Context: an optimization exercise on an open-source flow, tuned for small area. The choices shown serve that exercise and are no tape-out recipe. Only simulation tests tie the RTL to the original design; equivalence was not proved. In every run shown here, the design's own scripts or RTL, not TritonCTS, make the clock network. The clock input has no modelled driver; a real chip could not lean on it and would need a root buffer or a full tree. Power figures rest on the tool's default switching activity, not on a simulated workload.

==> flow/design.v <==
module data_enable (
	input i_clk,
	input i_rst,
	output o_ce,
	output o_pclk,
	output o_data_enable,
	output o_wrap_h,
	output [8:0] o_col,
	output reg [4:0] rq,
	output reg [3:0] rr
);
reg [11:0] t;
wire wrap_h = ~t[11] & (&t[10:8]) & (&t[6:0]);
wire last_row = rq[4] & rq[3] & ~rq[2] & rq[1] & rq[0] & ~rr[3] & ~rr[2] & ~rr[1] & rr[0];
wire rr9 = rr[3] & rr[0];
reg [11:0] t_inc;
reg [4:0] rq_inc;
reg [3:0] rr_inc;
reg c;
integer i;
always @*
begin
	c = 1'b1;
	for (i = 0; i < 12; i = i + 1)
	begin
		t_inc[i] = t[i] ^ c;
		c = c & t[i];
	end
	c = 1'b1;
	for (i = 0; i < 4; i = i + 1)
	begin
		rr_inc[i] = rr[i] ^ c;
		c = c & rr[i];
	end
	c = rr9;
	for (i = 0; i < 5; i = i + 1)
	begin
		rq_inc[i] = rq[i] ^ c;
		c = c & rq[i];
	end
end
always @ (posedge i_clk)
begin
	if (i_rst)
	begin
		t <= 12'd3918;
		rq <= 5'd30;
		rr <= 4'd2;
	end
	else
	begin
		if (wrap_h) t <= 12'd3916;
		else t <= t_inc;
		if (wrap_h)
		begin
			if (last_row)
			begin
				rq <= 5'd30;
				rr <= 4'd2;
			end
			else
			begin
				rq <= rq_inc;
				rr <= rr9 ? 4'd0 : rr_inc;
			end
		end
	end
end
assign o_ce = t[1] & t[0];
assign o_pclk = ~t[1];
assign o_data_enable = ~t[11] & ~(&rq[4:1]);
assign o_wrap_h = wrap_h;
assign o_col = t[10:2];
endmodule
module debouncer (
	input i_clk,
	input i_rst,
	input i_ce,
	input i_switch,
	output reg o_switch,
	output o_rise
);
localparam [13:0] P = 14'h2aaa;
localparam [13:0] F = 14'h0763 ^ P;
localparam [13:0] R = 14'h0003 ^ P;
reg [13:0] q;
reg r_last;
wire full = (q == F);
wire clr = i_ce & ~((i_switch ^ o_switch) & ~full);
wire fb = q[13] ^ q[12];
always @ (posedge i_clk)
begin
	if (i_rst)
	begin
		q <= R;
		o_switch <= 1'b0;
	end
	else
	begin
		if (clr) q <= P;
		else q <= {~q[12:0], fb};
		if (i_ce & full) o_switch <= i_switch;
	end
end
always @ (posedge i_clk)
	if (i_ce) r_last <= o_switch;
assign o_rise = o_switch & ~r_last;
endmodule
module player #(
	parameter start_k = 1) (
	input i_clk,
	input i_rst,
	input i_ce,
	input i_up,
	input i_down,
	output reg [4:0] k
);
reg [4:0] k_next;
reg c;
integer i;
always @*
begin
	c = 1'b1;
	for (i = 0; i < 5; i = i + 1)
	begin
		k_next[i] = k[i] ^ c;
		c = c & (k[i] ^ ~i_down);
	end
end
wire move = i_ce & (i_down ? (k != 5'd22) : (i_up & (k != 5'd0)));
	always @ (posedge i_clk)
	begin
		if (i_rst) k <= start_k;
		else if (move) k <= k_next;
	end
endmodule
module ball (
	input i_clk,
	input i_rst,
	input i_ce,
	input [8:0] i_col,
	input [4:0] i_rq,
	input [3:0] i_rr,
	input [4:0] i_k1,
	input [4:0] i_k2,
	output o_color
);
reg [8:0] xn;
reg [4:0] yqn;
reg [3:0] yrn;
reg dir_x;
reg dir_y;
reg [11:0] cnt;
function [8:0] add9(input [8:0] a, input [8:0] b, input cin);
	integer i;
	reg c;
	begin
		c = cin;
		for (i = 0; i < 9; i = i + 1)
		begin
			add9[i] = a[i] ^ b[i] ^ c;
			c = (a[i] & b[i]) | (c & (a[i] | b[i]));
		end
	end
endfunction
function [4:0] add5(input [4:0] a, input [4:0] b, input cin);
	integer i;
	reg c;
	begin
		c = cin;
		for (i = 0; i < 5; i = i + 1)
		begin
			add5[i] = a[i] ^ b[i] ^ c;
			c = (a[i] & b[i]) | (c & (a[i] | b[i]));
		end
	end
endfunction
function [8:0] step9(input [8:0] a, input up, input en);
	integer i;
	reg c;
	begin
		c = en;
		for (i = 0; i < 9; i = i + 1)
		begin
			step9[i] = a[i] ^ c;
			c = c & (a[i] ^ ~up);
		end
	end
endfunction
function [4:0] step5(input [4:0] a, input up, input en);
	integer i;
	reg c;
	begin
		c = en;
		for (i = 0; i < 5; i = i + 1)
		begin
			step5[i] = a[i] ^ c;
			c = c & (a[i] ^ ~up);
		end
	end
endfunction
function [3:0] step4(input [3:0] a, input up);
	integer i;
	reg c;
	begin
		c = 1'b1;
		for (i = 0; i < 4; i = i + 1)
		begin
			step4[i] = a[i] ^ c;
			c = c & (a[i] ^ ~up);
		end
	end
endfunction
reg [11:0] cnt_inc;
reg cc;
integer j;
always @*
begin
	cc = i_ce;
	for (j = 0; j < 12; j = j + 1)
	begin
		cnt_inc[j] = cnt[j] ^ cc;
		cc = cc & cnt[j];
	end
end
wire c0 = ~|cnt;
wire c2 = ~|cnt[11:2] & cnt[1] & ~cnt[0];
wire st = i_ce & c0;
wire x_lo = (&xn[8:3]) & xn[1];              
wire x_hi = ~|xn[8:6] & ~xn[4] & ~xn[2];     
wire yr0 = &yrn;                             
wire yr9 = ~yrn[3] & ~yrn[0];                
wire [4:0] s = add5(yqn, xn[8] ? i_k1 : i_k2, 1'b0);
wire in_p = (&s[4:2]) | ((s == 5'b11011) & yrn[3] & (yrn[2] | yrn[1]));
wire flip_x = ((x_lo & ~xn[0]) | (x_hi & xn[0])) & in_p;
wire flip_y = ((&yqn) & yr0) | (~yqn[4] & ~yqn[3] & ~yqn[1] & ~yrn[2] & yrn[1] & yrn[0]);
wire out = (x_lo & xn[0]) | (x_hi & ~xn[0]);
wire chk = i_ce & c2;
wire ld = i_rst | (chk & out);
	always @ (posedge i_clk)
	begin
		if (ld)
		begin
			xn <= ~9'd235;
			yqn <= ~5'd13;
			yrn <= ~4'd5;
		end
		else
		begin
			xn <= step9(xn, ~dir_x, st);
			yqn <= step5(yqn, ~dir_y, st & (dir_y ? yr9 : yr0));
			if (st) yrn <= dir_y ? (yr9 ? 4'b1111 : step4(yrn, 1'b0)) : (yr0 ? ~4'd9 : step4(yrn, 1'b1));
		end
		if (i_rst)
		begin
			dir_x <= 1'b0;
			dir_y <= 1'b0;
		end
		else if (chk)
		begin
			if (flip_x) dir_x <= ~dir_x;
			if (flip_y) dir_y <= ~dir_y;
		end
	end
	always @ (posedge i_clk)
		if (i_rst) cnt <= 12'd0;
		else cnt <= cnt_inc;
wire [8:0] dc = add9(i_col, xn, 1'b1);
wire hcol = ~|dc[8:3] & ~(dc[2] & (dc[1] | dc[0]));
wire [4:0] eq = add5(i_rq, yqn, 1'b1);
wire [4:0] f = add5({1'b0, i_rr}, {1'b1, yrn}, 1'b1);
wire f04 = ~f[4] & ~f[3] & ~(f[2] & (f[1] | f[0]));    
wire fm = f[4] & ~f[3] & ((f[2] & f[1] & f[0]) | ~f[2]) | (f[4] & f[3] & ~f[2] & ~(f[1] & f[0]));  
wire hrow = ((eq == 5'd0) & f04) | ((eq == 5'd1) & fm);
assign o_color = hcol & hrow;
endmodule
module LCD_AT043TN25_DE2_115 (
	input i_clk,
	input i_rst,
	input [3:0] i_sw,
	output o_clk,
	output o_data_enable,
	output [7:0] o_red,
	output [7:0] o_green,
	output [7:0] o_blue
);
wire w_ce;
wire w_wrap_h;
wire [3:0] w_rise;
wire [3:0] w_sw;
wire [8:0] w_col;
wire [4:0] w_rq;
wire [3:0] w_rr;
wire [4:0] w_k1;
wire [4:0] w_k2;
wire w_ball;
function [4:0] sub5(input [4:0] a, input [4:0] b);
	integer i;
	reg c;
	begin
		c = 1'b1;
		for (i = 0; i < 5; i = i + 1)
		begin
			sub5[i] = a[i] ^ ~b[i] ^ c;
			c = (a[i] & ~b[i]) | (c & (a[i] | ~b[i]));
		end
	end
endfunction
	data_enable DE (.i_clk(i_clk), .i_rst(i_rst), .o_ce(w_ce), .o_pclk(o_clk), .o_data_enable(o_data_enable), .o_wrap_h(w_wrap_h), .o_col(w_col), .rq(w_rq), .rr(w_rr));
	debouncer db1 (.i_clk(i_clk), .i_rst(i_rst), .i_ce(w_ce), .i_switch(i_sw[0]), .o_switch(w_sw[0]), .o_rise(w_rise[0]));
	debouncer db2 (.i_clk(i_clk), .i_rst(i_rst), .i_ce(w_ce), .i_switch(i_sw[1]), .o_switch(w_sw[1]), .o_rise(w_rise[1]));
	debouncer db3 (.i_clk(i_clk), .i_rst(i_rst), .i_ce(w_ce), .i_switch(i_sw[2]), .o_switch(w_sw[2]), .o_rise(w_rise[2]));
	debouncer db4 (.i_clk(i_clk), .i_rst(i_rst), .i_ce(w_ce), .i_switch(i_sw[3]), .o_switch(w_sw[3]), .o_rise(w_rise[3]));
	player #(.start_k(1)) player1 (.i_clk(i_clk), .i_rst(i_rst), .i_ce(w_ce), .i_up(w_rise[0]), .i_down(w_rise[1]), .k(w_k1));
	player #(.start_k(4)) player2 (.i_clk(i_clk), .i_rst(i_rst), .i_ce(w_ce), .i_up(w_rise[2]), .i_down(w_rise[3]), .k(w_k2));
	ball b1 (.i_clk(i_clk), .i_rst(i_rst), .i_ce(w_ce), .i_col(w_col), .i_rq(w_rq), .i_rr(w_rr), .i_k1(w_k1), .i_k2(w_k2), .o_color(w_ball));
	wire [4:0] r = sub5(w_rq, w_col[8] ? w_k2 : w_k1);
	wire in_rows = ~r[4] & ~r[3] & ~(r[2] & (r[1] | r[0]));
	wire c1 = ~|w_col[8:3] & ~(w_col[2] & (w_col[1] | w_col[0]));
	wire c2 = (w_col[8:3] == 6'b111011) & (w_col[2:0] != 3'd0) & (w_col[2:0] != 3'd1) & (w_col[2:0] != 3'd7);
	wire p1 = c1 & in_rows;
	wire p2 = c2 & in_rows;
	assign o_red = {8{p1 | p2}};
	assign o_green = {8{p1 | p2 | w_ball}};
	assign o_blue = {8{p2 | w_ball}};
endmodule
==> flow/flow/run.sh <==
#!/bin/bash
# Own layout flow: the standard flow (standard.sh) with
#  - synthesis: the standard script (flow/synth.tcl wraps it), but Yosys's
#    extract_fa is skipped, so ABC sees all the logic, and ABC maps with
#    each area-oriented script flow/abc*.script, keeping the smallest
#    result; registers are made exactly as in the standard synthesis
#  - port buffers: the smallest buffer (buf_1) instead of the default pick
#  - clock tree: flow/manual_cts.tcl replaces TritonCTS with a two-level
#    tree (clock port -> one root buffer -> leaf buffers, each driving one
#    balanced k-means cluster of flip-flops)
set -euo pipefail
H=$(pwd)
export MY_ABC_SCRIPTS="$H/flow/abc6.script $H/flow/abc21.script $H/flow/abc23.script $H/flow/abc26.script $H/flow/abc11.script $H/flow/abc10.script $H/flow/abc12.script $H/flow/abc27.script $H/flow/abc5.script $H/flow/abc20.script"
export MY_NO_FA=1
export MCTS_MAX_SLEW=0.110
export MCTS_CONFIGS="{8 sky130_fd_sc_hd__clkbuf_8 sky130_fd_sc_hd__clkbuf_2} {9 sky130_fd_sc_hd__clkbuf_8 sky130_fd_sc_hd__clkbuf_2} {10 sky130_fd_sc_hd__clkbuf_8 sky130_fd_sc_hd__clkbuf_2} {10 sky130_fd_sc_hd__clkbuf_8 sky130_fd_sc_hd__clkbuf_4} {12 sky130_fd_sc_hd__clkbuf_8 sky130_fd_sc_hd__clkbuf_8} {16 sky130_fd_sc_hd__clkbuf_8 sky130_fd_sc_hd__clkbuf_8}"
bash standard.sh \
  SYNTH_SCRIPT=$H/flow/synth.tcl \
  PRE_CTS_TCL=$H/flow/manual_cts.tcl \
  "BUFFER_PORTS_ARGS=-buffer_cell sky130_fd_sc_hd__buf_1" \
  CORE_UTILIZATION=70 \
  finish > standard.log 2>&1
==> flow/flow/abc10.script <==
strash
&get -n
&st
&syn3
&dch -f
&nf -R 1000 -p -F 10 -A 6 -C 32
&put
mfs2
&get -n
&st
&dch -f
&nf -R 1000 -p -F 10 -A 6 -C 32
&put
topo
==> flow/flow/abc11.script <==
strash
&get -n
&st
&syn3
&syn2
&dch -f
&nf -R 1000 -p -F 8 -A 4
&put
mfs2
&get -n
&st
&dch -f
&nf -R 1000 -p -F 8 -A 4
&put
mfs2
&get -n
&st
&dch -f
&nf -R 1000 -p -F 8 -A 4
&put
topo
==> flow/flow/abc12.script <==
strash
&get -n
&st
&syn3
&dch -f
&nf -R 1000 -p -F 8 -A 4 -E 10
&put
mfs2
&get -n
&st
&dch -f
&nf -R 1000 -p -F 8 -A 4 -E 10
&put
topo
==> flow/flow/abc20.script <==
strash
&get -n
&st
&syn3
&dch -f
&nf -R 1000 -p -F 8 -A 4
&put
mfs2
&get -n
&st
&syn3
&dch -f
&nf -R 1000 -p -F 8 -A 4
&put
topo
==> flow/flow/abc21.script <==
strash
&get -n
&st
&dc2
&dch -f
&nf -R 1000 -p -F 8 -A 4
&put
mfs2
&get -n
&st
&dch -f
&nf -R 1000 -p -F 8 -A 4
&put
topo
==> flow/flow/abc23.script <==
strash
&get -n
&st
&syn4
&dch -f
&nf -R 1000 -p -F 8 -A 4
&put
mfs2
&get -n
&st
&dch -f
&nf -R 1000 -p -F 8 -A 4
&put
topo
==> flow/flow/abc26.script <==
strash
&get -n
&st
&synch2
&dch -f
&nf -R 1000 -p -F 8 -A 4
&put
mfs2
&get -n
&st
&dch -f
&nf -R 1000 -p -F 8 -A 4
&put
topo
==> flow/flow/abc27.script <==
strash
dch -f
map -a
mfs2
strash
&get -n
&st
&dch -f
&nf -R 1000 -p -F 8 -A 4
&put
topo
==> flow/flow/abc5.script <==
&get -n
&st
&dch -f
&nf -R 1000 -p
&put
&get -n
&st
&syn2
&dch -f
&nf -R 1000 -p
&put
&get -n
&st
&synch2
&dch -f
&nf -R 1000 -p
&put
&get -n
&st
&dc2
&dch -f
&nf -R 1000 -p
&put
topo
==> flow/flow/abc6.script <==
strash
&get -n
&st
&syn3
&dch -f
&nf -R 1000 -p -F 8 -A 4
&put
mfs2
&get -n
&st
&dch -f
&nf -R 1000 -p -F 8 -A 4
&put
topo
==> flow/flow/manual_cts.tcl <==
# Manual clock tree, in place of TritonCTS: the clock port drives one root
# buffer, which drives NB leaf buffers, each driving one balanced k-means
# cluster of flip-flops. Configurations are tried from the smallest area up,
# and the first whose estimated worst flip-flop clock slew is within
# MCTS_MAX_SLEW (ns) is kept.
rename clock_tree_synthesis orfs_clock_tree_synthesis

proc mcts_cluster {sinks nb} {
  set n [llength $sinks]
  set sorted [lsort -real -index 1 $sinks]
  set cx {}; set cy {}
  for {set k 0} {$k < $nb} {incr k} {
    set s [lindex $sorted [expr {int(($k + 0.5) * $n / $nb)}]]
    lappend cx [lindex $s 1]; lappend cy [lindex $s 2]
  }
  set cap [expr {int(ceil(double($n) / $nb))}]
  for {set iter 0} {$iter < 30} {incr iter} {
    set pairs {}
    set idx 0
    foreach s $sinks {
      for {set k 0} {$k < $nb} {incr k} {
        lappend pairs [list [expr {abs([lindex $s 1] - [lindex $cx $k]) + abs([lindex $s 2] - [lindex $cy $k])}] $idx $k]
      }
      incr idx
    }
    set pairs [lsort -real -index 0 $pairs]
    set assign [lrepeat $n -1]
    set cnt [lrepeat $nb 0]
    foreach p $pairs {
      lassign $p d i k
      if {[lindex $assign $i] >= 0} continue
      if {[lindex $cnt $k] >= $cap} continue
      lset assign $i $k
      lset cnt $k [expr {[lindex $cnt $k] + 1}]
    }
    set sx [lrepeat $nb 0.0]; set sy [lrepeat $nb 0.0]
    for {set i 0} {$i < $n} {incr i} {
      set k [lindex $assign $i]
      set s [lindex $sinks $i]
      lset sx $k [expr {[lindex $sx $k] + [lindex $s 1]}]
      lset sy $k [expr {[lindex $sy $k] + [lindex $s 2]}]
    }
    for {set k 0} {$k < $nb} {incr k} {
      if {[lindex $cnt $k] > 0} {
        lset cx $k [expr {[lindex $sx $k] / [lindex $cnt $k]}]
        lset cy $k [expr {[lindex $sy $k] / [lindex $cnt $k]}]
      }
    }
  }
  return [list $assign $cx $cy $cnt]
}

proc mcts_build {clk sinks nb cell rcell} {
  set block [ord::get_db_block]
  set db [ord::get_db]
  lassign [mcts_cluster $sinks $nb] assign cx cy cnt
  set root [odb::dbInst_create $block [$db findMaster $rcell] "clkbuf_m_root"]
  set rx 0.0; set ry 0.0
  for {set k 0} {$k < $nb} {incr k} {
    set rx [expr {$rx + [lindex $cx $k] / $nb}]
    set ry [expr {$ry + [lindex $cy $k] / $nb}]
  }
  $root setLocation [expr {int($rx)}] [expr {int($ry)}]
  $root setPlacementStatus PLACED
  set rnet [odb::dbNet_create $block "clknet_m_root"]
  $rnet setSigType CLOCK
  [$root findITerm A] connect $clk
  [$root findITerm X] connect $rnet
  for {set k 0} {$k < $nb} {incr k} {
    set inst [odb::dbInst_create $block [$db findMaster $cell] "clkbuf_m_$k"]
    $inst setLocation [expr {int([lindex $cx $k])}] [expr {int([lindex $cy $k])}]
    $inst setPlacementStatus PLACED
    set net [odb::dbNet_create $block "clknet_m_$k"]
    $net setSigType CLOCK
    [$inst findITerm A] connect $rnet
    [$inst findITerm X] connect $net
  }
  for {set i 0} {$i < [llength $sinks]} {incr i} {
    set it [lindex [lindex $sinks $i] 0]
    $it disconnect
    $it connect [$block findNet "clknet_m_[lindex $assign $i]"]
  }
  return $cnt
}

proc mcts_undo {clk sinks nb} {
  set block [ord::get_db_block]
  foreach s $sinks {
    set it [lindex $s 0]
    $it disconnect
    $it connect $clk
  }
  for {set k 0} {$k < $nb} {incr k} {
    odb::dbInst_destroy [$block findInst "clkbuf_m_$k"]
    odb::dbNet_destroy [$block findNet "clknet_m_$k"]
  }
  odb::dbInst_destroy [$block findInst "clkbuf_m_root"]
  odb::dbNet_destroy [$block findNet "clknet_m_root"]
}

proc mcts_worst_slew {sinks} {
  estimate_parasitics -placement
  set worst 0
  foreach s $sinks {
    set it [lindex $s 0]
    set pin [get_pins "[[$it getInst] getName]/[[$it getMTerm] getName]"]
    set sl [get_property $pin slew_max]
    if {$sl > $worst} { set worst $sl }
  }
  return $worst
}

proc clock_tree_synthesis {args} {
  set maxslew [expr {[info exists ::env(MCTS_MAX_SLEW)] ? $::env(MCTS_MAX_SLEW) : 0.112}]
  set configs [expr {[info exists ::env(MCTS_CONFIGS)] ? $::env(MCTS_CONFIGS) : {
    {12 sky130_fd_sc_hd__clkbuf_4} {14 sky130_fd_sc_hd__clkbuf_4} {9 sky130_fd_sc_hd__clkbuf_8}
    {10 sky130_fd_sc_hd__clkbuf_8} {12 sky130_fd_sc_hd__clkbuf_8} {16 sky130_fd_sc_hd__clkbuf_8}}}]
  set rcell sky130_fd_sc_hd__clkbuf_8
  set block [ord::get_db_block]
  set clk [$block findNet i_clk]
  set sinks {}
  foreach it [$clk getITerms] {
    if {[$it isInputSignal]} {
      set bb [[$it getInst] getBBox]
      lappend sinks [list $it [expr {([$bb xMin] + [$bb xMax]) / 2}] [expr {([$bb yMin] + [$bb yMax]) / 2}]]
    }
  }
  set_propagated_clock [all_clocks]
  set last [expr {[llength $configs] - 1}]
  set i 0
  foreach cfg $configs {
    lassign $cfg nb cell rc
    if {$rc eq ""} { set rc $rcell }
    set cnt [mcts_build $clk $sinks $nb $cell $rc]
    set w [mcts_worst_slew $sinks]
    puts "manual clock tree: [llength $sinks] sinks, root $rc, $nb x $cell, clusters $cnt, worst clock slew $w"
    if {$w <= $maxslew || $i == $last} break
    mcts_undo $clk $sinks $nb
    incr i
  }
}
==> flow/flow/synth.tcl <==
proc synth {args} { yosys synth -nofsm -noshare {*}$args }
# ABC: map with each script in MY_ABC_SCRIPTS and keep the smallest result
proc abc {args} {
  set i [lsearch $args -script]
  if { $i < 0 || ![info exists ::env(MY_ABC_SCRIPTS)] } { yosys abc {*}$args; return }
  set libargs {}
  foreach lib $::env(LIB_FILES) { lappend libargs -liberty $lib }
  yosys design -save pre_abc
  set best 1e18
  set n 0
  foreach script $::env(MY_ABC_SCRIPTS) {
    yosys design -load pre_abc
    lset args [expr {$i+1}] $script
    if { [catch { yosys abc {*}$args } err] } { puts "ABC try $n ($script) failed: $err"; incr n; continue }
    set f $::env(OBJECTS_DIR)/abc_try_$n.txt
    yosys tee -q -o $f stat {*}$libargs
    set fh [open $f r]; set txt [read $fh]; close $fh
    regexp {Chip area for module '[^']*': ([0-9.]+)} $txt -> area
    puts "ABC try $n ($script): area $area"
    # a result far below the first script's means the script broke the logic
    if { $n == 0 } { set ref $area }
    if { $area < 0.9 * $ref } { puts "ABC try $n rejected"; incr n; continue }
    if { $area < $best } { set best $area; yosys design -save best_abc }
    incr n
  }
  yosys design -load best_abc
  puts "ABC best area $best"
}
proc extract_fa {args} { if {[info exists ::env(MY_NO_FA)]} { return } ; yosys extract_fa {*}$args }
source $::env(SCRIPTS_DIR)/synth.tcl
# left out here: clear keep_hierarchy, flatten, clean up, hide names made inside functions, write 1_2_yosys.v
==> flow/standard.sh <==
#!/bin/bash
# synth_recipe.tcl (not shown) runs the flow's synth.tcl, then flattens the netlist and writes it again
# the make line also repeats each setting of config.mk as NAME=value (left out here)
make -C /OpenROAD-flow-scripts/flow DESIGN_CONFIG=/design/flow/config.mk WORK_HOME=/design/flow/orfs CLKGATE_MAP_FILE= SYNTH_SCRIPT=/design/flow/synth_recipe.tcl "${@:-finish}"
==> flow/config.mk <==
export PLATFORM = sky130hd
export DESIGN_NAME = LCD_AT043TN25_DE2_115
export DESIGN_NICKNAME = LCD_AT043TN25_DE2_115
export VERILOG_FILES = /design/flow/design.v
export SDC_FILE = /design/flow/constraint.sdc
export NUM_CORES = 4
export LEC_CHECK = 0
export CAP_MARGIN = 20
export CORE_MARGIN = 2
export CORE_UTILIZATION = 40
export SLEW_MARGIN = 20
==> flow/constraint.sdc <==
create_clock -name core_clock -period 10.0 [get_ports {i_clk}]
set_input_delay 2.0000 -clock core_clock [delete_from_list [all_inputs] [get_ports {i_clk}]]
set_output_delay 2.0000 -clock core_clock [all_outputs]
set_load 0.01 [all_outputs]
==> impl_metrics.json, run 1 <==
{
  "finClkSkew_ns": 0.0126,
  "netSwitchingPower_mw": 0.191,
  "die_y_um": 93.3,
  "rr_startpoint": "DE.t[0]",
  "die_w_um": 93.3,
  "placedCellCount": 754,
  "path_class": "flip-flop to primary output",
  "cts_resized": 0,
  "pwr-share-seq_pct": 65.3,
  "ys_seq_elements": 127,
  "grt_max_degree": 54,
  "ys_top_cells_by_area": "dfxtp_1 (44%), nor2_1 (6.3%), xnor2_1 (5.2%)",
  "vias": 4500,
  "rsz0062_at_grt": "no",
  "ys_types": 49,
  "crit_path_top_delay_cell": "dfxtp_1",
  "insertion_delay_ns": 0.64,
  "async_flop_share_pct": 0,
  "clkPwrFrac_pct": 28.1,
  "via_per_inst": 5.89,
  "r2r_end": "b1.cnt[11]",
  "ir_drop_v": 0.000122,
  "min_period_ns": 5.31,
  "wl_per_cell_um": 14.3,
  "worstHoldEndpoint": "db1.q[11]",
  "grt_pass1_wl_mm": 18.7,
  "reg2reg_setup_slack_ns": 6.66,
  "fmax_mhz": 188,
  "worstPathMaxFanout": 8,
  "ant_nets": 0,
  "wl_mm": 10.9,
  "post_cts_buffers": 0,
  "synth.most_common_cell": "dfxtp_1",
  "critPathBufInv": 1,
  "yosys.area.top_type": "dfxtp_1",
  "yosysTopAreaCellShare_pct": 44.2,
  "synth_nets": 647,
  "whs_ns": 0.384,
  "hp-class": "flip-flop to flip-flop",
  "die_area_um2": 8700,
  "syn_inst": 641,
  "dr.pass1.iters": 5,
  "cp_top_family": "compound AO/OA/AOI/OAI gates",
  "grt_pass1_vias": 4314,
  "dp_hpwl_mm": 7.87,
  "whs_path_depth": 1,
  "switching_share_pct": 23.5,
  "io_pins": 32,
  "required_ns": 8.00,
  "place_congestion": 0.860,
  "status": "complete, no violations",
  "synth.avg_cell_area_um2": 8.70,
  "grt_overflow": 0,
  "syn-cell-area_um2": 5580,
  "core_area_um2": 7730,
  "crit_path_end_kind": "primary output",
  "area_growth_pct": 4.02,
  "leakagePower_nw": 2.18,
  "yosysSeqAreaShare_pct": 46.3,
  "stdcell_count": 764,
  "cpPeakStageDelay_ns": 0.40,
  "reg2regPathDepth": 11,
  "slew_violations": 0,
  "finalSetupViolations": 0,
  "fin_tns_setup_ns": 0,
  "synthTopCellsByCount": "dfxtp_1 (123), nor2_1 (93), nand2_1 (67), a21oi_1 (45), xnor2_1 (33)",
  "start_util_pct": 72.2,
  "drive_above_1_share_pct": 1.81,
  "power_frac_comb_pct": 6.6,
  "min-delay-start": "db1.q[10]",
  "drc_errors": 0,
  "port_buffers": 31,
  "intPower_mw": 0.622,
  "drv_cap": 0,
  "antenna-diode-count": 0,
  "dr.first_iter.drc_count": 253,
  "antenna_found_initial": 0,
  "setup.worst_path.start_class": "flip-flop",
  "pwr_density_cell_nw_per_um2": 140,
  "finalCritPeriodShare_pct": 53.1,
  "grt.total_usage_pct": 25.4,
  "cp.arrival_ns": 3.31,
  "fin_total_pwr_mw": 0.814,
  "hold_violations": 0,
  "synth_edf_count": 4,
  "path_clk_slew_ns": 0.09,
  "path_cells": "o22ai_1 > nand2_1 > maj3_1 > o21ai_0 > a21oi_1 > nor2_1 > nor2_1 > maj3_1 > o22ai_1 > o21ai_0 > o211ai_1 > nand3_1 > buf_1",
  "cts_hold_buf": 0,
  "worst_pin_slew_ns": 0.687,
  "nets": 670,
  "yosys_warnings": 6,
  "synthFlopType": "dfxtp_1",
  "std_cell_rows": 32,
  "slew_headroom_pct": 53.8
}
==> cells in the final DEF (no fill, tap or decap), types with 3 or more instances in the layout <==
cell,netlist,routed
nor3_1,26,26
and2_0,5,5
nor4_1,9,9
edfxtp_1,4,4
xor2_1,28,28
a21oi_1,45,45
o21ai_0,31,31
o22ai_1,7,7
nand4_1,11,11
nand3_1,16,16
clkinv_1,6,6
maj3_1,3,3
clkbuf_8,0,9
nand2b_1,8,8
xnor2_1,33,33
or3_1,6,6
a31oi_1,6,6
o21bai_1,4,4
nand2_1,67,67
o211ai_1,3,3
mux2_1,4,4
nor2_1,93,93
mux2i_1,12,12
dfxtp_1,123,123
buf_1,0,30
nor2b_1,16,16
and3_1,15,15
a21o_1,8,8
==> flip-flops by register name, indices dropped and copies added, names as in the netlist, 4 cells and up <==
register	flops
DE.rq	5
b1.yrn	4
db2.q	14
db1.q	14
player2.k	5
b1.cnt	12
DE.rr	4
b1.yqn	5
DE.t	12
db4.q	14
player1.k	5
b1.xn	9
db3.q	14
==> power by group through the flow <==
stage	logic [mW]	clock network, mW	registers [mW]
floorplan	0.0397	0	0.540
global placement	0.0514	0	0.542
detailed placement	0.0532	0	0.543
CTS	0.0536	0.236	0.531
global route	0.0605	0.253	0.533
finish	0.0537	0.229	0.531
==> worst max-delay path by stage <==
| stage | from | endpoint | slack [ns] | depth (start not counted) |
|---|---|---|---|---|
| final | b1.xn[1] | o_green[4] | 4.69 | 13 |
| after floorplan | b1.xn[1] | o_green[1] | 5.47 | 13 |
| after global routing | b1.xn[1] | o_green[4] | 4.34 | 13 |
| after global placement | b1.xn[1] | o_green[0] | 5.47 | 13 |
| after CTS | b1.xn[1] | o_green[4] | 4.64 | 13 |
| after detailed placement | b1.xn[1] | o_green[4] | 5.38 | 13 |
==> cell type report <==
| cell class | count | area [µm²] |
|---|---|---|
| tap | 102 | 128 |
| timing repair buffer | 32 | 125 |
| buffer | 10 | 129 |
| multi-input combinational | 487 | 2810 |
| sequential | 127 | 2580 |
| inverter | 6 | 22.5 |
| fill | 598 | 1930 |
==> logic make-up after synthesis <==
logic type      Yosys count  synth area share, %
simple gates            283                 24.1
flops                   127                 46.3
compound gates          124                 13.3
xor+xnor                 61                 9.58
buf+inv                  27                 3.23
mux                      16                 2.96
fa+ha+maj                 3                0.539
==> metal layers <==
layer / track usage, % / vias up / part of all wire [%]
met4: 5.88 / 0 / 1.8
met2: 46.8 / 102 / 48
met3: 2.82 / 18 / 4.2
met5: 0 / - / 0
met1: 31.9 / 2100 / 46
li1: - / 2280 / -
==> metrics by stage <==
stage / setup slack (ns) / util [%] / area [µm²]
2_1_floorplan: 5.47 / - / 5580
3_3_place_gp: 5.47 / 73.4 / 5670
3_5_place_dp: 5.38 / 73.4 / 5670
4_1_cts: 4.64 / 75.1 / 5800
5_1_grt: 4.34 / 75.1 / 5800
6_report: 4.69 / 75.1 / 5800
==> inputs of run 2 (changes only) <==
--- a/flow/flow/run.sh
+++ b/flow/flow/run.sh
@@ -10,13 +10,14 @@
 #    balanced k-means cluster of flip-flops)
 set -euo pipefail
 H=$(pwd)
-export MY_ABC_SCRIPTS="$H/flow/abc6.script $H/flow/abc21.script $H/flow/abc23.script $H/flow/abc26.script $H/flow/abc11.script $H/flow/abc10.script $H/flow/abc12.script $H/flow/abc27.script $H/flow/abc5.script $H/flow/abc20.script"
+export MY_ABC_SCRIPTS="$H/flow/abc6.script $H/flow/abc21.script $H/flow/abc23.script $H/flow/abc26.script $H/flow/abc11.script $H/flow/abc10.script $H/flow/abc12.script $H/flow/abc27.script $H/flow/abc5.script $H/flow/abc20.script $H/flow/abc_g2.script $H/flow/abc_g4.script $H/flow/abc_g6.script $H/flow/abc_g13.script $H/flow/abc_g16.script $H/flow/abc_g19.script $H/flow/abc_g23.script"
 export MY_NO_FA=1
-export MCTS_MAX_SLEW=0.110
+export MCTS_MAX_SLEW=0.118
 export MCTS_CONFIGS="{8 sky130_fd_sc_hd__clkbuf_8 sky130_fd_sc_hd__clkbuf_2} {9 sky130_fd_sc_hd__clkbuf_8 sky130_fd_sc_hd__clkbuf_2} {10 sky130_fd_sc_hd__clkbuf_8 sky130_fd_sc_hd__clkbuf_2} {10 sky130_fd_sc_hd__clkbuf_8 sky130_fd_sc_hd__clkbuf_4} {12 sky130_fd_sc_hd__clkbuf_8 sky130_fd_sc_hd__clkbuf_8} {16 sky130_fd_sc_hd__clkbuf_8 sky130_fd_sc_hd__clkbuf_8}"
 bash standard.sh \
   SYNTH_SCRIPT=$H/flow/synth.tcl \
   PRE_CTS_TCL=$H/flow/manual_cts.tcl \
   "BUFFER_PORTS_ARGS=-buffer_cell sky130_fd_sc_hd__buf_1" \
   CORE_UTILIZATION=70 \
+  PLACE_DENSITY=0.85 \
   finish > standard.log 2>&1
==> flow/flow/abc_g13.script (new file) <==
strash
&get -n
&st
&dc2
&syn4
&dch -f
&nf -R 1000 -p -F 8 -A 4
&put
mfs2
&get -n
&st
&dch -f
&nf -R 1000 -p -F 8 -A 4
&put
topo
==> flow/flow/abc_g16.script (new file) <==
strash
&get -n
&st
&dc2
&syn4
&dch -f
&nf -R 1000 -p -F 12 -A 8 -C 24
&put
mfs2
&get -n
&st
&dc2
&dch -f
&nf -R 1000 -p -F 12 -A 8 -C 24
&put
topo
==> flow/flow/abc_g19.script (new file) <==
strash
&get -n
&st
&synch2
&dc2
&dch -f
&nf -R 1000 -p -F 12 -A 8 -C 24
&put
mfs2
&get -n
&st
&dch -f
&nf -R 1000 -p -F 12 -A 8 -C 24
&put
topo
==> flow/flow/abc_g2.script (new file) <==
strash
&get -n
&st
&dc2
&dch -f
&nf -R 1000 -p -F 8 -A 4
&put
mfs2
&get -n
&st
&dc2
&dch -f
&nf -R 1000 -p -F 8 -A 4
&put
topo
==> flow/flow/abc_g23.script (new file) <==
strash
&get -n
&st
&b
&dc2
&dch -f
&nf -R 1000 -p -F 12 -A 8 -C 24
&put
mfs2
&get -n
&st
&dch -f
&nf -R 1000 -p -F 12 -A 8 -C 24
&put
topo
==> flow/flow/abc_g4.script (new file) <==
strash
&get -n
&st
&dc2
&dch -f
&nf -R 1000 -p -F 12 -A 8 -C 24
&put
mfs2
&get -n
&st
&dc2
&dch -f
&nf -R 1000 -p -F 12 -A 8 -C 24
&put
topo
==> flow/flow/abc_g6.script (new file) <==
strash
&get -n
&st
&syn4
&dch -f
&nf -R 1000 -p -F 8 -A 4
&put
mfs2
&get -n
&st
&dc2
&dch -f
&nf -R 1000 -p -F 8 -A 4
&put
topo
==> run 2 against run 1 <==
  * Critical path depth is 1 lower
  * Utilization shrank 0.13 points
  * Critical path type unchanged
  * Global-route usage down 0.28 points
  * Still clean on timing, DRC and antenna
  * Total power shrank 1.3%
  * Sequential power hardly changed
  * Via count grew 4.0%
  * Clock power down 3%
  * Design area fell by 0.17%
==> impl_metrics.json, run 2 <==
{
  "synth.most_common_cell": "dfxtp_1",
  "ir_drop_v": 0.000125,
  "ys_types": 48,
  "async_flop_share_pct": 0,
  "pwr_density_cell_nw_per_um2": 139,
  "stdcell_count": 770,
  "drive_above_1_share_pct": 1.80,
  "cp.arrival_ns": 3.36,
  "synthFlopType": "dfxtp_1",
  "post_cts_buffers": 0,
  "leakagePower_nw": 2.10,
  "insertion_delay_ns": 0.62,
  "die_y_um": 93.2,
  "layout_commonest_cell": "dfxtp_1",
  "worst_pin_slew_ns": 0.679,
  "grt_overflow": 0,
  "port_buffers": 31,
  "wl_met1_mm": 4.98,
  "path_class": "flip-flop to primary output",
  "yosys_warnings": 6,
  "syn-cell-area_um2": 5570,
  "syn_inst": 647,
  "path_cells": "mux2i_1 > nor2_1 > nand2_1 > o21ai_0 > a21oi_1 > o22ai_1 > nor2_1 > a21oi_1 > nand3_1 > a21oi_1 > nand2b_1 > buf_1",
  "grt_pass1_wl_mm": 18.6,
  "synth.avg_cell_area_um2": 8.61,
  "finalCritPeriodShare_pct": 53.6,
  "grt_max_degree": 55,
  "core_area_um2": 7730,
  "std_cell_rows": 32,
  "synthTopCellsByCount": "dfxtp_1 (123), nor2_1 (92), nand2_1 (71), a21oi_1 (54), o21ai_0 (34)",
  "hp-class": "flip-flop to flip-flop",
  "cts_hold_buf": 0,
  "die_area_um2": 8690,
  "layout_common_cells": "dfxtp_1 (123), nor2_1 (92), nand2_1 (71)",
  "slew_violations": 0,
  "yosysTopAreaCellShare_pct": 44.2,
  "finClkSkew_ns": 0.0134,
  "vias": 4682,
  "setup.worst_path.start_class": "flip-flop",
  "die_w_um": 93.2,
  "antenna-diode-count": 0,
  "top_layer_used": "met4",
  "fmax_mhz": 186,
  "dr.pass1.iters": 7,
  "crit_path_top_delay_cell": "dfxtp_1",
  "drc_errors": 0,
  "cpPeakStageDelay_ns": 0.60,
  "ys_seq_elements": 127,
  "cts_resized": 0,
  "place_congestion": 0.878,
  "drv_cap": 0,
  "grt.total_usage_pct": 25.1,
  "reg2regPathDepth": 12,
  "worstPathMaxFanout": 9,
  "met3WireLength_um": 544,
  "area_growth_pct": 3.91,
  "wl_met2_mm": 5.35,
  "io_pins": 32,
  "whs_ns": 0.376,
  "nets": 676,
  "status": "complete, no violations",
  "yosysSeqAreaShare_pct": 46.3,
  "dr.first_iter.drc_count": 240,
  "wl_per_cell_um": 14.4,
  "via_per_inst": 6.08,
  "antenna_found_initial": 0,
  "crit_path_end_kind": "primary output",
  "synth_edf_count": 4,
  "whs_path_depth": 1,
  "min_period_ns": 5.36,
  "synth_nets": 653,
  "fin_total_pwr_mw": 0.803,
  "rsz0062_at_grt": "no",
  "hold_violations": 0,
  "yosys.area.top_type": "dfxtp_1",
  "path_clk_slew_ns": 0.11,
  "grt_pass1_vias": 4225,
  "placedCellCount": 761,
  "fin_tns_setup_ns": 0,
  "dp_hpwl_mm": 7.91,
  "start_util_pct": 72.1,
  "ys_top_cells_by_area": "dfxtp_1 (44%), nor2_1 (6.2%), a21oi_1 (4.8%)",
  "worst_path_most_repeated_cell": "a21oi_1",
  "finalSetupViolations": 0,
  "slew_headroom_pct": 54.3,
  "wl_mm": 11.1,
  "ant_nets": 0,
  "required_ns": 8.00,
  "final_util_pct": 74.9
}
==> run 2: cell families after synthesis <==
| group | synth area share (%) |
|---|---|
| multiplexers | 2.78 |
| buffers and inverters | 3.50 |
| flip-flops | 46.3 |
| XOR/XNOR | 7.54 |
| AO/OA/AOI/OAI | 16.7 |
| AND/OR/NAND/NOR | 22.9 |
| adder cells (fa/ha/maj) | 0.180 |
==> run 2: power breakdown <==
group	total (mW)	switching, mW	internal [mW]	leakage (nW)
sequential	0.532	0.0129	0.519	1.04
clock	0.221	0.148	0.0732	0.0617
combinational	0.0495	0.0298	0.0197	1.00
==> run 2: worst paths after layout <==
path | start | slack (ns) | end
min | db4.q[10] | 0.38 | db4.q[11]
max | DE.t[10] | 4.64 | o_green[6]
max reg2reg | DE.t[1] | 6.86 | DE.rq[4]
min reg2reg | db4.q[10] | 0.38 | db4.q[11]
==> run 2: layer usage <==
layer / GRT usage [%] / vias to the layer above
li1: - / 2329
met1: 33.3 / 2206
met2: 44.5 / 123
met3: 2.66 / 24
met4: 5.39 / 0
met5: 0 / -
==> run 2: layout make-up <==
class / instances / area [µm²]
multi-input cells: 489 / 2800
well taps: 102 / 128
plain buffers: 9 / 115
flip-flops and latches: 127 / 2580
repair buffers: 33 / 133
fillers: 583 / 1940
inverters: 10 / 37.5
==> run 2: worst max-delay path, delay by kind of cell, from the launching register on <==
family                 cells  cell delay, ns
buffers and inverters      1            0.18
DFF                        1            0.60
and+or+nand+nor            5            0.70
AOI/OAI and AO/OA          5            1.06
muxes                      1            0.19
==> run 2: metrics by stage <==
stage | worst slack (ns) | instance area, µm²
floorplan | 5.54 | 5570
global placement | 5.59 | 5680
detailed placement | 5.41 | 5680
CTS | 4.71 | 5790
global route | 4.39 | 5790
finish | 4.64 | 5790
==> inputs of run 3 (changes only) <==
--- a/flow/flow/run.sh
+++ b/flow/flow/run.sh
@@ -12,12 +12,11 @@
 H=$(pwd)
 export MY_ABC_SCRIPTS="$H/flow/abc6.script $H/flow/abc21.script $H/flow/abc23.script $H/flow/abc26.script $H/flow/abc11.script $H/flow/abc10.script $H/flow/abc12.script $H/flow/abc27.script $H/flow/abc5.script $H/flow/abc20.script $H/flow/abc_g2.script $H/flow/abc_g4.script $H/flow/abc_g6.script $H/flow/abc_g13.script $H/flow/abc_g16.script $H/flow/abc_g19.script $H/flow/abc_g23.script"
 export MY_NO_FA=1
-export MCTS_MAX_SLEW=0.118
+export MCTS_MAX_SLEW=0.110
 export MCTS_CONFIGS="{8 sky130_fd_sc_hd__clkbuf_8 sky130_fd_sc_hd__clkbuf_2} {9 sky130_fd_sc_hd__clkbuf_8 sky130_fd_sc_hd__clkbuf_2} {10 sky130_fd_sc_hd__clkbuf_8 sky130_fd_sc_hd__clkbuf_2} {10 sky130_fd_sc_hd__clkbuf_8 sky130_fd_sc_hd__clkbuf_4} {12 sky130_fd_sc_hd__clkbuf_8 sky130_fd_sc_hd__clkbuf_8} {16 sky130_fd_sc_hd__clkbuf_8 sky130_fd_sc_hd__clkbuf_8}"
 bash standard.sh \
   SYNTH_SCRIPT=$H/flow/synth.tcl \
   PRE_CTS_TCL=$H/flow/manual_cts.tcl \
   "BUFFER_PORTS_ARGS=-buffer_cell sky130_fd_sc_hd__buf_1" \
   CORE_UTILIZATION=70 \
-  PLACE_DENSITY=0.85 \
   finish > standard.log 2>&1
==> run 3 against run 2 <==
  * Still clean on timing, DRC and antenna
  * Flip-flop and latch count unchanged
  * Worst hold slack improved by 0.0092 ns
  * Maximum frequency increased by 0.90%
  * Global-route usage increased by 1.1 points
  * Highest routed layer unchanged
==> impl_metrics.json, run 3 <==
{
  "status": "complete, no violations",
  "slew_headroom_pct": 53.2,
  "crit_path_top_delay_cell": "dfxtp_1",
  "fmax_mhz": 188,
  "yosys_warnings": 6,
  "yosysSeqAreaShare_pct": 46.3,
  "insertion_delay_ns": 0.64,
  "die_y_um": 93.2,
  "vias": 4667,
  "yosysTopAreaCellShare_pct": 44.2,
  "fin_tns_setup_ns": 0,
  "path_class": "flip-flop to primary output",
  "setup.worst_path.start_class": "flip-flop",
  "grt.total_usage_pct": 26.2,
  "yosys.area.top_type": "dfxtp_1",
  "dr.first_iter.drc_count": 195,
  "rr_startpoint": "DE.t[1]",
  "place_congestion": 0.934,
  "drive_above_1_share_pct": 1.94,
  "synth.most_common_cell": "dfxtp_1",
  "layout_commonest_cell": "dfxtp_1",
  "die_area_um2": 8690,
  "hp-class": "flip-flop to flip-flop",
  "post_cts_buffers": 0,
  "nets": 677,
  "path_cells": "mux2i_1 > o21ai_0 > a21oi_1 > o22ai_1 > nor2_1 > a21oi_1 > nand3_1 > a21oi_1 > nand2b_1 > buf_1",
  "dp_hpwl_mm": 8.14,
  "std_cell_rows": 32,
  "cpPeakStageDelay_ns": 0.59,
  "wl_per_cell_um": 14.5,
  "ir_drop_v": 0.000136,
  "synthFlopType": "dfxtp_1",
  "synth.avg_cell_area_um2": 8.61,
  "drc_errors": 0,
  "layout_common_cells": "dfxtp_1 (123), nor2_1 (92), nand2_1 (71)",
  "grt_pass1_vias": 4414,
  "via_per_inst": 6.05,
  "finalSetupViolations": 0,
  "wl_mm": 11.2,
  "ys_top_cells_by_area": "dfxtp_1 (44%), nor2_1 (6.2%), a21oi_1 (4.8%)",
  "cts_resized": 0,
  "min-delay-start": "db2.q[2]",
  "grt_overflow": 0,
  "drv_cap": 0,
  "worstPathMaxFanout": 9,
  "port_buffers": 31,
  "reg2regPathDepth": 12,
  "worstHoldEndpoint": "db2.q[3]",
  "dr.pass1.iters": 5,
  "grt_pass1_wl_mm": 19.2,
  "slew_violations": 0,
  "crit_path_end_kind": "primary output",
  "path_clk_slew_ns": 0.10,
  "pwr_density_cell_nw_per_um2": 139,
  "start_util_pct": 72.1,
  "r2r_end": "DE.rq[4]",
  "grt_max_degree": 55,
  "syn_inst": 647,
  "min_period_ns": 5.31,
  "ant_nets": 0,
  "rsz0062_at_grt": "no",
  "syn-cell-area_um2": 5570,
  "critPathBufInv": 1,
  "required_ns": 8.00,
  "io_pins": 32,
  "area_growth_pct": 4.15,
  "cp_top_family": "compound AO/OA/AOI/OAI gates",
  "leakagePower_nw": 2.11,
  "worst_path_most_repeated_cell": "a21oi_1",
  "antenna_found_initial": 0,
  "ys_seq_elements": 127,
  "antenna-diode-count": 0,
  "fin_total_pwr_mw": 0.809,
  "synthTopCellsByCount": "dfxtp_1 (123), nor2_1 (92), nand2_1 (71), a21oi_1 (54), o21ai_0 (34)",
  "core_area_um2": 7730,
  "finalCritPeriodShare_pct": 53.1,
  "cts_hold_buf": 0,
  "reg2reg_setup_slack_ns": 6.73,
  "synth_edf_count": 4,
  "whs_path_depth": 1,
  "die_w_um": 93.2,
  "synth_nets": 653,
  "hold_violations": 0,
  "ys_types": 48,
  "async_flop_share_pct": 0,
  "worst_pin_slew_ns": 0.695,
  "cp.arrival_ns": 3.31,
  "finClkSkew_ns": 0.0163
}
## run 3: worst register-to-register path: cells and delay by family, from the launching register on
kind | cells | cell delay (ns)
and+or+nand+nor | 10 | 2.43
xor gates and xnor gates | 1 | 0.12
DFF | 1 | 0.36
buffers and inverters | 1 | 0.26
## run 3: metrics by stage
| step | hold WS, ns | area (µm²) | utilization (%) | instances | setup slack [ns] |
|---|---|---|---|---|---|
| 2_1_floorplan | 0.358 | 5570 | - | 647 | 5.54 |
| 3_3_place_gp | 0.360 | 5680 | 73.4 | 761 | 5.58 |
| 3_5_place_dp | 0.367 | 5680 | 73.4 | 761 | 5.40 |
| 4_1_cts | 0.390 | 5800 | 75.1 | 771 | 4.67 |
| 5_1_grt | 0.399 | 5800 | 75.1 | 771 | 4.32 |
| 6_report | 0.386 | 5800 | 75.1 | 771 | 4.69 |
## run 3: cell type report
| type | instances | area, µm² |
|---|---|---|
| repair buffers | 33 | 133 |
| plain buffers | 10 | 129 |
| inverters | 10 | 37.5 |
| fillers | 578 | 1920 |
| well taps | 102 | 128 |
| flip-flops and latches | 127 | 2580 |
| multi-input cells | 489 | 2800 |
## run 3: power breakdown
part	total, mW	switching, mW	internal [mW]
combinational	0.0508	0.0310	0.0197
sequential	0.532	0.0128	0.519
clock	0.227	0.145	0.0817
total	0.809	0.189	0.620
## run 3: layer usage
layer  vias to the layer above  track usage (%)  wire length [µm]
met2                       122             47.6              5550
met5                         -                0                 0
met3                        37             1.77               429
met4                         0             10.7               446
met1                      2167             32.2              4780
li1                       2341                -                 -
## run 3: worst max path at each step
stage	start	depth (start not counted)	slack, ns	end
2_1_floorplan	DE.t[10]	11	5.54	o_green[1]
3_3_place_gp	DE.t[10]	11	5.58	o_green[1]
3_5_place_dp	DE.t[10]	12	5.40	o_green[1]
4_1_cts	DE.t[10]	12	4.67	o_green[1]
5_1_grt	DE.t[10]	11	4.32	o_green[7]
6_report	DE.t[10]	10	4.69	o_green[1]
## run 3: kinds of logic after synthesis
family / synth area share, %
AND/OR/NAND/NOR: 22.9
AO/OA/AOI/OAI: 16.7
flip-flops: 46.3
XOR/XNOR: 7.54
buffers and inverters: 3.50
multiplexers: 2.78
adder cells (fa/ha/maj): 0.180
==> inputs of run 4 (changes only) <==
--- a/flow/flow/run.sh
+++ b/flow/flow/run.sh
@@ -10,13 +10,14 @@
 #    balanced k-means cluster of flip-flops)
 set -euo pipefail
 H=$(pwd)
-export MY_ABC_SCRIPTS="$H/flow/abc6.script $H/flow/abc21.script $H/flow/abc23.script $H/flow/abc26.script $H/flow/abc11.script $H/flow/abc10.script $H/flow/abc12.script $H/flow/abc27.script $H/flow/abc5.script $H/flow/abc20.script $H/flow/abc_g2.script $H/flow/abc_g4.script $H/flow/abc_g6.script $H/flow/abc_g13.script $H/flow/abc_g16.script $H/flow/abc_g19.script $H/flow/abc_g23.script"
+export MY_ABC_SCRIPTS="$H/flow/abc_h11.script $H/flow/abc_h1.script $H/flow/abc_h7.script $H/flow/abc_h10.script $H/flow/abc6.script $H/flow/abc21.script $H/flow/abc23.script $H/flow/abc26.script $H/flow/abc11.script $H/flow/abc10.script $H/flow/abc12.script $H/flow/abc27.script $H/flow/abc5.script $H/flow/abc20.script $H/flow/abc_g2.script $H/flow/abc_g4.script $H/flow/abc_g6.script $H/flow/abc_g13.script $H/flow/abc_g16.script $H/flow/abc_g19.script $H/flow/abc_g23.script"
 export MY_NO_FA=1
-export MCTS_MAX_SLEW=0.110
+export MCTS_MAX_SLEW=0.118
 export MCTS_CONFIGS="{8 sky130_fd_sc_hd__clkbuf_8 sky130_fd_sc_hd__clkbuf_2} {9 sky130_fd_sc_hd__clkbuf_8 sky130_fd_sc_hd__clkbuf_2} {10 sky130_fd_sc_hd__clkbuf_8 sky130_fd_sc_hd__clkbuf_2} {10 sky130_fd_sc_hd__clkbuf_8 sky130_fd_sc_hd__clkbuf_4} {12 sky130_fd_sc_hd__clkbuf_8 sky130_fd_sc_hd__clkbuf_8} {16 sky130_fd_sc_hd__clkbuf_8 sky130_fd_sc_hd__clkbuf_8}"
 bash standard.sh \
   SYNTH_SCRIPT=$H/flow/synth.tcl \
   PRE_CTS_TCL=$H/flow/manual_cts.tcl \
   "BUFFER_PORTS_ARGS=-buffer_cell sky130_fd_sc_hd__buf_1" \
   CORE_UTILIZATION=70 \
+  PLACE_DENSITY=0.85 \
   finish > standard.log 2>&1
==> flow/flow/abc_h1.script (new file) <==
strash
&get -n
&st
&dc2
&dch -f
&nf -R 1000 -p -F 8 -A 4
&put
mfs2
&get -n
&st
&dc2
&dch -f
&nf -R 1000 -p -F 8 -A 4 -a
&put
topo
==> flow/flow/abc_h10.script (new file) <==
strash
&get -n
&st
&dc2
&dch -f
&nf -R 1000 -p -F 8 -A 4 -E 50
&put
mfs2
&get -n
&st
&dc2
&dch -f
&nf -R 1000 -p -F 8 -A 4 -E 50
&put
topo
==> flow/flow/abc_h11.script (new file) <==
strash
&get -n
&st
&dc2
&dch -f
&nf -R 1000 -F 8 -A 4
&put
mfs2
&get -n
&st
&dc2
&dch -f
&nf -R 1000 -F 8 -A 4
&put
topo
==> flow/flow/abc_h7.script (new file) <==
strash
&get -n
&st
&dc2
&dch -f
&nf -R 1000 -p -F 16 -A 8 -C 32
&put
mfs2
&get -n
&st
&dc2
&dch -f
&nf -R 1000 -p -F 16 -A 8 -C 32
&put
topo
==> run 4 against run 3 <==
  * Register-to-register slack worse by 0.09 ns
  * Clock power about the same
  * Via count down 0.77%
  * Cell count up 0.26%
  * Largest cell class unchanged
  * Highest routed layer unchanged
==> impl_metrics.json, run 4 <==
{
  "status": "complete, no violations",
  "reg2regPathDepth": 12,
  "slew_headroom_pct": 50.6,
  "grt_max_degree": 55,
  "port_buffers": 31,
  "power_frac_comb_pct": 6.2,
  "rsz0062_at_grt": "no",
  "synth_edf_count": 4,
  "hold_violations": 0,
  "drc_errors": 0,
  "die_w_um": 93.1,
  "finalCritPeriodShare_pct": 54.0,
  "fmax_mhz": 185,
  "insertion_delay_ns": 0.65,
  "rr_startpoint": "DE.t[1]",
  "setup.worst_path.start_class": "flip-flop",
  "yosysTopAreaCellShare_pct": 44.3,
  "fin_tns_setup_ns": 0,
  "syn-cell-area_um2": 5560,
  "ys_seq_elements": 127,
  "min-delay-start": "db3.q[10]",
  "synth.avg_cell_area_um2": 8.57,
  "place_congestion": 0.896,
  "dr.pass1.iters": 4,
  "reg2reg_setup_slack_ns": 6.64,
  "antenna-diode-count": 0,
  "synth.most_common_cell": "dfxtp_1",
  "vias": 4631,
  "clkPwrFrac_pct": 28.4,
  "netSwitchingPower_mw": 0.191,
  "layout_commonest_cell": "dfxtp_1",
  "finClkSkew_ns": 0.0197,
  "yosysSeqAreaShare_pct": 46.5,
  "whs_ns": 0.387,
  "antenna_found_initial": 0,
  "async_flop_share_pct": 0,
  "worstPathMaxFanout": 9,
  "synthFlopType": "dfxtp_1",
  "switching_share_pct": 23.6,
  "intPower_mw": 0.620,
  "pwr-share-seq_pct": 65.4,
  "path_clk_slew_ns": 0.08,
  "ant_nets": 0,
  "r2r_end": "DE.rq[4]",
  "post_cts_buffers": 0,
  "die_area_um2": 8670,
  "io_pins": 32,
  "wl_per_cell_um": 14.2,
  "yosys_warnings": 6,
  "start_util_pct": 71.9,
  "worst_pin_slew_ns": 0.734,
  "ir_drop_v": 0.000130,
  "whs_path_depth": 1,
  "die_y_um": 93.1,
  "wl_mm": 11.0,
  "cts_resized": 0,
  "via_per_inst": 5.99,
  "core_area_um2": 7730,
  "crit_path_end_kind": "primary output",
  "ys_types": 50,
  "grt_pass1_vias": 4315,
  "std_cell_rows": 32,
  "drv_cap": 0,
  "grt.total_usage_pct": 25.5,
  "drive_above_1_share_pct": 1.94,
  "synthTopCellsByCount": "dfxtp_1 (123), nor2_1 (92), nand2_1 (66), a21oi_1 (62), nor3_1 (34)",
  "finalSetupViolations": 0,
  "dp_slack_ns": 5.31,
  "layout_setup_ws_ns": 4.60,
  "cts_hold_buf": 0,
  "syn_inst": 649,
  "required_ns": 8.00,
  "dp_hpwl_mm": 7.74,
  "cp.arrival_ns": 3.40,
  "nets": 679,
  "grt_overflow": 0,
  "min_period_ns": 5.40,
  "area_growth_pct": 4.16,
  "dr.first_iter.drc_count": 249,
  "leakagePower_nw": 2.02,
  "grt_pass1_wl_mm": 18.9,
  "path_class": "flip-flop to primary output",
  "synth_nets": 655,
  "pwr_density_cell_nw_per_um2": 140,
  "worstHoldEndpoint": "db3.q[11]",
  "yosys.area.top_type": "dfxtp_1",
  "ys_top_cells_by_area": "dfxtp_1 (44%), nor2_1 (6.2%), a21oi_1 (5.6%)",
  "hp-class": "flip-flop to flip-flop",
  "slew_violations": 0,
  "layout_common_cells": "dfxtp_1 (123), nor2_1 (92), nand2_1 (66)"
}
-- run 4: cell types whose count changed in the layout (fill, tap and decap cells not counted), sizes merged, moves of 5 or more --
cell | previous run | this run
a21oi | 54 | 62
nor2b | 10 | 2
nor3 | 27 | 34
nand2 | 71 | 66
-- run 4: kinds of logic after synthesis --
family / synth area share (%)
DFF: 46.5
muxes: 3.02
buffers and inverters: 3.71
and+or+nand+nor: 22.9
xor gates and xnor gates: 7.56
AOI/OAI and AO/OA: 16.4
-- run 4: area by class of cell --
| cell class | instances | area [µm²] |
|---|---|---|
| repair buffers | 33 | 133 |
| plain buffers | 10 | 129 |
| flip-flops and latches | 127 | 2580 |
| fillers | 584 | 1940 |
| well taps | 102 | 128 |
| inverters | 13 | 48.8 |
| multi-input cells | 488 | 2770 |
-- run 4: through the flow --
| step | cell area, µm² | utilization [%] | power, mW | instances |
|---|---|---|---|---|
| after detailed placement | 5660 | 73.3 | 0.592 | 763 |
| after global placement | 5660 | 73.3 | 0.589 | 763 |
| after global routing | 5790 | 74.9 | 0.839 | 773 |
| final | 5790 | 74.9 | 0.811 | 773 |
| after floorplan | 5560 | - | 0.576 | 649 |
| after CTS | 5790 | 74.9 | 0.815 | 773 |
-- run 4: how the worst max path moves through the flow --
stage                   from         end  slack (ns)  cells after the start
floorplan           DE.t[10]  o_green[1]        5.42                     10
global placement    DE.t[10]  o_green[5]        5.48                     10
detailed placement  DE.t[10]  o_green[3]        5.31                     10
CTS                 DE.t[10]  o_green[3]        4.60                     10
global route        DE.t[10]  o_green[4]        4.34                     10
finish              DE.t[10]  o_green[3]        4.60                     10
-- run 4: worst max-delay path, stage by stage (launching register included) --
cell      delay (ns)
dfxtp_1         0.58
mux2_1          0.39
nor2_1          0.16
o31ai_1         0.15
a21oi_1         0.24
o22ai_1         0.11
o21ai_0         0.09
o211ai_1        0.14
a21oi_1         0.43
nand2b_1        0.30
buf_1           0.18
-- run 4: layer usage --
| layer | vias up | global-route usage [%] | wire length (µm) |
|---|---|---|---|
| li1 | 2326 | - | - |
| met5 | - | 0 | 0 |
| met4 | 0 | 4.41 | 206 |
| met3 | 18 | 2.26 | 438 |
| met1 | 2177 | 32.6 | 4940 |
| met2 | 110 | 47.4 | 5380 |
-- run 4: power groups by stage --
stage | clock, mW | combinational (mW) | sequential [mW]
after global routing | 0.250 | 0.0571 | 0.533
after floorplan | 0 | 0.0363 | 0.539
final | 0.230 | 0.0503 | 0.531
after CTS | 0.234 | 0.0500 | 0.531
after detailed placement | 0 | 0.0495 | 0.542
after global placement | 0 | 0.0477 | 0.542

## static timing again, ports no longer ideal
In the flow no input, the clock included, has a driving cell. The finished layouts below were timed again as built, in two steps.
Step 1: set_driving_cell puts a clkbuf_16 on i_clk and a buf_2 on each other input, an assumption about the parent block.
Step 2 adds t to the input delays and takes it off the output delays; t is the mean of the earliest and latest rising clock arrival at the registers after step 1. Input paths then give back, and output paths get back, about the clock's delay inside the block.
Slacks: no drivers / after step 1 / after step 2; pairs: no drivers / after step 1.
| run | shift t [ns] | setup WS [ns] | clock arrival spread, ns |
|---|---|---|---|
| run 1 | 0.663 | 4.691 / 4.663 / 5.326 | 0.013 / 0.013 |
| run 2 | 0.641 | 4.637 / 4.611 / 5.251 | 0.017 / 0.017 |
| run 3 | 0.657 | 4.685 / 4.659 / 5.317 | 0.017 / 0.017 |
| run 4 | 0.665 | 4.601 / 4.574 / 5.239 | 0.020 / 0.020 |
After both steps every run listed still meets setup and hold.
